This design comes from an exercise in tuning for small area, a short achievable clock period and few clock cycles on the open sky130 flow, not from production work.
No functional check of the RTL was part of this run.
Power figures rest on the tool's default switching activity, not on a simulated workload.

--- design/flow/flow/run.sh ---
#!/bin/bash
# The standard layout (the standard.sh: standard synthesis, ORFS floorplan to finish)
# with two choices of cells changed:
#  - every input and output port still gets its own buffer, but a plain buf_2 instead of
#    the delay cell (clkdlybuf4s50_1) that buffer_ports picks by default;
#  - clock tree synthesis as ORFS runs it, without dummy loads.
set -euo pipefail
bash standard.sh SETUP_SLACK_MARGIN=7 \
  "BUFFER_PORTS_ARGS=-buffer_cell sky130_fd_sc_hd__buf_2" \
  "CTS_ARGS=-sink_clustering_enable -repair_clock_nets -dont_use_dummy_load -buf_list sky130_fd_sc_hd__clkbuf_8 -sink_clustering_size 20" \
  finish > flow_make.log 2>&1
--- design/flow/standard.sh ---
#!/bin/bash
# synth_recipe.tcl (not shown) runs the flow's synth.tcl, then flattens the netlist and writes it again
# the make line also repeats each setting of config.mk as NAME=value (left out here)
make -C /OpenROAD-flow-scripts/flow DESIGN_CONFIG=/design/flow/config.mk WORK_HOME=/design/flow/orfs CLKGATE_MAP_FILE= SYNTH_SCRIPT=/design/flow/synth_recipe.tcl "${@:-finish}"
--- design/flow/config.mk ---
export PLATFORM = sky130hd
export DESIGN_NAME = proc
export DESIGN_NICKNAME = proc
export VERILOG_FILES = /design/flow/design.v
export SDC_FILE = /design/flow/constraint.sdc
export NUM_CORES = 4
export LEC_CHECK = 0
export ABC_AREA = 1
export CAP_MARGIN = 20
export CORE_MARGIN = 2
export CORE_UTILIZATION = 40
export PLACE_DENSITY = 0.6
export SLEW_MARGIN = 20
--- design/flow/constraint.sdc ---
create_clock -name core_clock -period 12.0 [get_ports {clk}]
set_input_delay 2.4000 -clock core_clock [delete_from_list [all_inputs] [get_ports {clk}]]
set_output_delay 2.4000 -clock core_clock [all_outputs]
set_load 0.01 [all_outputs]
--- design/flow/design.v ---
module proc (
   imem_addr, dmem_addr, dmem_wdata, dmem_we, halted,
   clk, rst, imem_data, dmem_rdata
   );
   input clk;
   input rst;
   input [15:0] imem_data;
   input [15:0] dmem_rdata;
   output [15:0] imem_addr;
   output [15:0] dmem_addr;
   output [15:0] dmem_wdata;
   output dmem_we;
   output halted;
   reg [4:0]  op;       
   reg [1:0]  fn;       
   reg [2:0]  wsel;     
   reg        wr;       
   reg        v;        
   reg        hf;       
   reg [15:0] pcn;      
   reg [15:0] ra;       
   reg [15:0] rb;       
   reg [15:0] rw;       
   reg        sub;      
   reg [3:0]  samt;     
   reg [15:0] r0, r1, r2, r3, r4, r5, r6, r7;
   wire is_halt  = (op == 5'b00000);
   wire is_j     = (op[4:2] == 3'b001);                    
   wire is_link  = (op[4:1] == 4'b0011);                   
   wire is_br    = (op[4:2] == 3'b011);
   wire is_alui  = (op[4:2] == 3'b010);                    
   wire is_shi   = (op[4:2] == 3'b101);                    
   wire is_st    = (op == 5'b10000);
   wire is_ld    = (op == 5'b10001);
   wire is_slbi  = (op == 5'b10010);
   wire is_stu   = (op == 5'b10011);
   wire is_lbi_btr = (op[4:1] == 4'b1100);                 
   wire is_shr   = (op == 5'b11010);
   wire is_arr   = (op == 5'b11011);
   wire is_set   = (op[4:2] == 3'b111);
   wire [15:0] p = ra ^ rb;
   wire [15:0] g = ra & rb;
   wire [15:0] g1, p1, g2, p2, g3, p3, g4;
   genvar gi;
   generate for (gi = 0; gi < 16; gi = gi + 1) begin : g_pfx
      if (gi % 2 == 1) begin : l1a
         assign g1[gi] = g[gi] | (p[gi] & g[gi - 1]);
         assign p1[gi] = p[gi] & p[gi - 1];
      end else begin : l1b
         assign g1[gi] = g[gi]; assign p1[gi] = p[gi];
      end
      if (gi % 4 >= 2) begin : l2a
         assign g2[gi] = g1[gi] | (p1[gi] & g1[gi - (gi % 4) + 1]);
         assign p2[gi] = p1[gi] & p1[gi - (gi % 4) + 1];
      end else begin : l2b
         assign g2[gi] = g1[gi]; assign p2[gi] = p1[gi];
      end
      if (gi % 8 >= 4) begin : l3a
         assign g3[gi] = g2[gi] | (p2[gi] & g2[gi - (gi % 8) + 3]);
         assign p3[gi] = p2[gi] & p2[gi - (gi % 8) + 3];
      end else begin : l3b
         assign g3[gi] = g2[gi]; assign p3[gi] = p2[gi];
      end
      if (gi >= 8) begin : l4a
         assign g4[gi] = g3[gi] | (p3[gi] & g3[7]);
      end else begin : l4b
         assign g4[gi] = g3[gi];
      end
   end endgenerate
   wire [15:0] sum = p ^ {g4[14:0], 1'b0};
   wire cout = g4[15];
   wire eq = &p;                                           
   wire le = (ra[15] ^ rb[15]) ? sum[15] : ra[15];         
   reg set_r;
   always @(*) begin
      case (op[1:0])
        2'b00: set_r = eq;
        2'b01: set_r = le & ~eq;
        2'b10: set_r = le;
        default: set_r = cout;
      endcase
   end
   wire [1:0] shop = is_shi ? op[1:0] : fn;                
   wire [15:0] s1 = samt[0] ? {ra[0], ra[15:1]} : ra;
   wire [15:0] s2 = samt[1] ? {s1[1:0], s1[15:2]} : s1;
   wire [15:0] s3 = samt[2] ? {s2[3:0], s2[15:4]} : s2;
   wire [15:0] s4 = samt[3] ? {s3[7:0], s3[15:8]} : s3;
   wire [15:0] mask_r = 16'hFFFF >> samt;                  
   reg [15:0] mask;
   always @(*) begin
      case (shop)
        2'b01: mask = (samt == 4'd0) ? 16'hFFFF : ~mask_r;   
        2'b11: mask = mask_r;                                
        default: mask = 16'hFFFF;                            
      endcase
   end
   wire [15:0] shift_r = s4 & mask;
   wire lxor = is_alui ? ~op[0] : ~fn[0];
   wire [15:0] logic_r = lxor ? p : (p & ra);
   wire sel_sum = (is_alui & ~op[1]) | is_stu | (is_arr & ~fn[1]) | is_slbi | is_lbi_btr;
   wire sel_log = (is_alui & op[1]) | (is_arr & fn[1]);
   wire sel_sh  = is_shi | is_shr;
   wire [15:0] wdata = ({16{sel_sum}} & (sum ^ {16{sub}}))
                     | ({16{sel_log}} & logic_r)
                     | ({16{sel_sh}}  & shift_r)
                     | {15'h0000, is_set & set_r}
                     | ({16{is_ld}}   & dmem_rdata)
                     | ({16{is_link}} & pcn);
   wire act = v & ~hf;
   wire wen = act & wr;
   wire [15:0] wd = rst ? 16'h0000 : wdata;
   wire [7:0] wdec = 8'b1 << wsel;
   wire [7:0] we = {8{rst}} | ({8{wen}} & wdec);
   always @(posedge clk) begin
      if (we[0]) r0 <= wd;
      if (we[1]) r1 <= wd;
      if (we[2]) r2 <= wd;
      if (we[3]) r3 <= wd;
      if (we[4]) r4 <= wd;
      if (we[5]) r5 <= wd;
      if (we[6]) r6 <= wd;
      if (we[7]) r7 <= wd;
   end
   assign dmem_addr  = sum;
   assign dmem_wdata = rw;
   assign dmem_we    = act & (is_st | is_stu);
   wire wz = ~|rw;
   reg bcond;
   always @(*) begin
      case (op[1:0])
        2'b00: bcond = wz;
        2'b01: bcond = ~wz;
        2'b10: bcond = rw[15];
        default: bcond = ~rw[15];
      endcase
   end
   wire take = v & (is_j | (is_br & bcond));
   assign imem_addr = take ? sum : pcn;
   wire [15:0] pcn_next = imem_addr + 16'd2;
   wire [15:0] fi = imem_data;
   wire [4:0] fop = fi[15:11];
   wire f_br   = (fop[4:2] == 3'b011);
   wire f_j    = (fop[4:2] == 3'b001);
   wire f_pc   = f_br | (f_j & ~fop[0]);                   
   wire f_lbi  = (fop == 5'b11000);
   wire f_btr  = (fop == 5'b11001);
   wire f_slbi = (fop == 5'b10010);
   wire f_shi  = (fop[4:2] == 3'b101);
   wire f_sub  = (fop == 5'b01001) | (fop == 5'b11011 && fi[1:0] == 2'b01)
               | (fop[4:2] == 3'b111 && fop[1:0] != 2'b11);
   wire f_rt   = fop[4] & fop[3] & (fop[2] | fop[1]);
   wire f_wr   = (fop[4:2] == 3'b010) | f_shi | (fop[4:2] == 3'b100 && fop[1:0] != 2'b00)
               | (fop[4:3] == 2'b11) | (fop[4:1] == 4'b0011);
   reg [2:0] f_wsel;
   always @(*) begin
      if (fop[4:1] == 4'b0011) f_wsel = 3'd7;                                    
      else if ((fop[4:2] == 3'b010) | f_shi | (fop == 5'b10001)) f_wsel = fi[7:5];  
      else if (f_slbi | (fop == 5'b10011) | f_lbi) f_wsel = fi[10:8];              
      else f_wsel = fi[4:2];
   end
   wire [2:0] fa = fi[10:8];
   wire [2:0] fb = f_br ? fi[10:8] : fi[7:5];
   wire [7:0] fa1 = 8'b1 << fa;
   wire [7:0] fb1 = 8'b1 << fb;
   wire [15:0] rda = ({16{fa1[0]}} & r0) | ({16{fa1[1]}} & r1) | ({16{fa1[2]}} & r2) | ({16{fa1[3]}} & r3)
                   | ({16{fa1[4]}} & r4) | ({16{fa1[5]}} & r5) | ({16{fa1[6]}} & r6) | ({16{fa1[7]}} & r7);
   wire [15:0] rdb = ({16{fb1[0]}} & r0) | ({16{fb1[1]}} & r1) | ({16{fb1[2]}} & r2) | ({16{fb1[3]}} & r3)
                   | ({16{fb1[4]}} & r4) | ({16{fb1[5]}} & r5) | ({16{fb1[6]}} & r6) | ({16{fb1[7]}} & r7);
   wire fwa = wen & (wsel == fa);
   wire fwb = wen & (wsel == fb);
   wire [15:0] opa = fwa ? wdata : rda;
   wire [15:0] opb = fwb ? wdata : rdb;
   wire [15:0] opa_rev;
   generate for (gi = 0; gi < 16; gi = gi + 1) begin : g_rev
      assign opa_rev[gi] = opa[15 - gi];
   end endgenerate
   reg [15:0] fa_val;
   always @(*) begin
      if (f_pc) fa_val = pcn_next;
      else if (f_lbi) fa_val = 16'h0000;
      else if (f_slbi) fa_val = {opa[7:0], 8'h00};
      else if (f_btr) fa_val = opa_rev;
      else fa_val = opa;
   end
   reg [15:0] fimm;
   always @(*) begin
      if (f_j) fimm = fop[0] ? {8'h00, fi[7:0]} : {{5{fi[10]}}, fi[10:0]};
      else if (f_br | f_lbi) fimm = {{8{fi[7]}}, fi[7:0]};
      else if (f_slbi) fimm = {8'h00, fi[7:0]};
      else if (f_btr) fimm = 16'h0000;
      else fimm = {{11{fi[4]}}, fi[4:0]};
   end
   wire [15:0] fb_val = f_rt ? opb : fimm;
   wire [3:0] f_amt = f_shi ? fi[3:0] : opb[3:0];
   wire f_left = f_shi ? ~fop[1] : ~fi[1];
   always @(posedge clk) begin
      op   <= fop;
      fn   <= fi[1:0];
      wsel <= f_wsel;
      wr   <= f_wr;
      ra   <= fa_val;
      rb   <= fb_val ^ {16{f_sub}};
      rw   <= opb;
      sub  <= f_sub;
      samt <= f_left ? 4'd0 - f_amt : f_amt;
   end
   always @(posedge clk) begin
      if (rst) begin
         v   <= 1'b0;
         hf  <= 1'b0;
         pcn <= 16'h0000;
      end else begin
         v   <= 1'b1;
         hf  <= hf | (v & is_halt);
         pcn <= pcn_next;
      end
   end
   assign halted = hf | (v & is_halt);
endmodule
==> impl_metrics.tcl <==
set metrics [dict create \
    status "complete, no violations" \
    skew_ns 0.0475 \
    hp-class "flip-flop to flip-flop" \
    intPower_w 0.00157 \
    synth_top_cell_by_area "edfxtp_1" \
    grt_pass1_vias 12341 \
    ctsHoldBuffers 0 \
    critPathRequiredTime_ns 9.60 \
    setup_viol 0 \
    ys_types 48 \
    cp_top_family "adder cells" \
    worstPathCellList "ha_4, inv_2, fa_2, inv_2, nand2_2, nand2_4, buf_4, inv_1, fa_2, xor2_2, inv_2, nand3_2, nand2_2, inv_2, buf_2" \
    swShare_pct 40.6 \
    cts_tree "built" \
    async_reset_ff_share_pct 0 \
    drive_gt1_share_pct 18.0 \
    post-route-cell-area_um2 15900 \
    holdWs_ns 0.508 \
    finalCritPeriodShare_pct 43.0 \
    nNetsFinal 2048 \
    leakage_nw 7.17 \
    placed_area_um2 14300 \
    rsz0062_at_grt "true" \
    tns_ns 0 \
    portBuffers 83 \
    overflow 0 \
    yosys.area.top_type_share_pct 28.7 \
    synth_area_um2 13400 \
    grt_usage_pct 27.3 \
    fmax_mhz 194 \
    final_antenna_net_count 0 \
    drv_slew 0 \
    ys.flop_type "edfxtp_1" \
    clk_latency_ns 0.54 \
    wire_per_inst_um 20.8 \
    diodes 0 \
    clock_sinks 210 \
    power_switching_w 0.00107 \
    worstPathMaxFanout 3 \
    worstSetupEndpointType "output pin" \
    cp_common_cell "inv_2" \
    cts_max_level 2 \
    drc 0 \
    core_um2 33300 \
    synthTopCellsByArea "edfxtp_1, nand2_1, dfxtp_1, inv_1, nand3_1" \
    die_area_um2 35000 \
    syn_inst 1850 \
    grt_max_degree 33 \
    worstMarginPinSlew_ns 1.12 \
    critical_path_class "flip-flop to output pin" \
    finalHoldViolCount 0 \
    vias_per_cell 5.56 \
    fin_crit_ns 5.16 \
    crit_slowest_cell "dfxtp_4" \
    relSlewSlack_pct 25.3 \
    wl_um 50500 \
    clockBufferDepth 3 \
    grt_pass1_wl_um 72600 \
    cts_root_buf "clkbuf_8" \
    synth_nets 1920 \
    power.density_nw_per_um2 166 \
    rows 67 \
    syn_avg_cell_area_um2 7.24 \
    crit_arrival_ns 2.76 \
    p_comb_share_pct 43.5 \
    ys_warn_count 1 \
    path_buf_inv 7 \
    first_pass_iters 6 \
    post-dp-hpwl_um 36300 \
    pin_count 84 \
    vias 13489 \
    path_clk_slew_ns 0.05 \
    ir_worst_vdd_mv 0.0712 \
    start_util_pct 40.3 \
    place_congestion 0.960 \
    antenna_found_initial 1 \
    fp.dieW_um 187 \
    ys_ff_latch 210 \
    die_height_um 187 \
    synth_edf_count 128 \
    cts_made_buffers 36 \
    start_kind "flip-flop" \
    seqPwrFrac_pct 36.8 \
    drv_cap 0 \
    syn_to_final_growth_pct 18.3 \
    synth_seq_area_share_pct 40.9 \
    p_clk_share_pct 19.7 \
    r2r_slack_ns 8.09 \
    initialDrtViolationCount 1411 \
    cpPeakStageDelay_ns 0.36 \
]
-- state kept, by name (all words and copies together) (netlist names) --
signal / flops
fn: 2
hf: 1
op: 5
pcn: 16
r0: 16
r1: 16
r2: 16
r3: 16
r4: 16
r5: 16
r6: 16
r7: 16
ra: 16
rb: 16
rw: 16
samt: 4
sub: 1
v: 1
wr: 1
wsel: 3
-- metal layers --
layer | vias up | share of wire [%] | global-route usage, % | wire (µm)
met5 | - | 0 | 0 | 0
met3 | 187 | 8.2 | 4.95 | 4130
met2 | 634 | 47 | 46.7 | 23800
met1 | 6262 | 39 | 33.3 | 19700
met4 | 0 | 5.8 | 13.2 | 2920
li1 | 6406 | - | - | -
-- power groups by stage --
stage / Combinational (W) / Sequential, W / Clock [W]
finish: 0.00115 / 0.000970 / 0.000520
global route: 0.00124 / 0.000978 / 0.000559
CTS: 0.000995 / 0.000964 / 0.000531
detailed placement: 0.000903 / 0.000975 / 0
global placement: 0.000896 / 0.000974 / 0
floorplan: 0.000606 / 0.000943 / 0
-- worst min-delay path: cells and delay by family, from the launching register on --
family                 cells  cell delay (ns)
AOI/OAI and AO/OA          1             0.07
buffers and inverters      1             0.09
DFF                        1             0.29
-- cell usage in the layout (no fill, tap or decap), drive strengths merged, types with 65 or more instances in the layout --
cell	synthesis	layout
inv	310	310
buf	30	151
o22ai	104	104
nand3	182	183
dfxtp	82	82
edfxtp	128	128
nor2	172	172
a21oi	65	65
o21ai	114	114
nand2	450	451
-- area by class of cell --
class                           count  area (µm²)
Sequential cell                   210        5510
Multi-Input combinational cell   1264        7030
Tap cell                          448         561
Inverter                          315        1200
Timing Repair Buffer              151        1060
Fill cell                        3364       17400
Clock buffer                       36         495
-- through the flow --
step | std cells | total power [W] | worst slack [ns] | util, %
2_1_floorplan | 1850 | 0.00155 | 7.15 | -
3_3_place_gp | 2335 | 0.00187 | 6.34 | 42.8
3_5_place_dp | 2336 | 0.00188 | 6.52 | 42.9
4_1_cts | 2393 | 0.00249 | 6.78 | 45.6
5_1_grt | 2424 | 0.00278 | 6.74 | 47.6
6_report | 2424 | 0.00264 | 6.84 | 47.6
-- kinds of logic after synthesis --
family | count (synthesis) | share of synthesized area, %
simple gates | 854 | 27.0
buf+inv | 378 | 11.2
compound gates | 353 | 16.1
flops | 210 | 40.9
fa+ha+maj | 36 | 3.59
xor+xnor | 19 | 1.24
-- synthesized netlist by cell type, types with 8 or more instances --
cell type and n:
a21oi_1 65, a221oi_1 12, buf_2 18, clkbuf_1 33
dfxtp_1 82, edfxtp_1 128, ha_1 32, inv_1 304
nand2_1 443, nand3_1 175, nand4_1 13, nor2_1 168
nor3_1 23, o211ai_1 26, o21ai_0 85, o21ai_1 20
o21ai_2 8, o22ai_1 103, o41ai_1 8, xor2_1 17
-- worst paths after layout --
check / from / endpoint / cells past startpoint
setup / recovery: ra[0]$_DFF_P_ / imem_addr[5] / 15
hold reg to reg: hf$_SDFF_PP0_ / hf$_SDFF_PP0_ / 2
hold / removal: hf$_SDFF_PP0_ / hf$_SDFF_PP0_ / 2
setup reg to reg: samt[2]$_DFF_P_ / r3[11]$_DFFE_PP_ / 8
-- what timing repair did --
| item | in CTS | in global routing |
|---|---|---|
| endpoints found under the setup margin | 27 | 34 |
| gates resized for setup | 69 | 110 |
| setup buffers | 20 | 30 |
| pin swaps | 18 | 34 |
| cloned | 1 | 1 |

## afterwards: timing with drivers on the ports
No port has a modelled driver above. Below, the same layout with a new extraction and two added sets of constraints.
Step 1 sets driving cells, clkbuf_16 on the clock port and buf_2 on the other inputs (assumed; they add their load-dependent delay and slew).
Step 2 moves the port delays by t, midway between the first and last clock arrival at a register: inputs arrive t later, outputs are due t later. That takes back most of the time a late clock gives input paths.
Three values: ideal, step 1, step 2; two values: the first two.
t, ns: 0.568
setup slack, ns: 6.835 / 6.786 / 6.578
hold slack, ns: 0.508 / 0.508 / 0.508
After both steps this run still meets setup and hold. For this run, drivers alone change the setup slack by -0.049 ns; drivers and shift together by -0.257 ns.
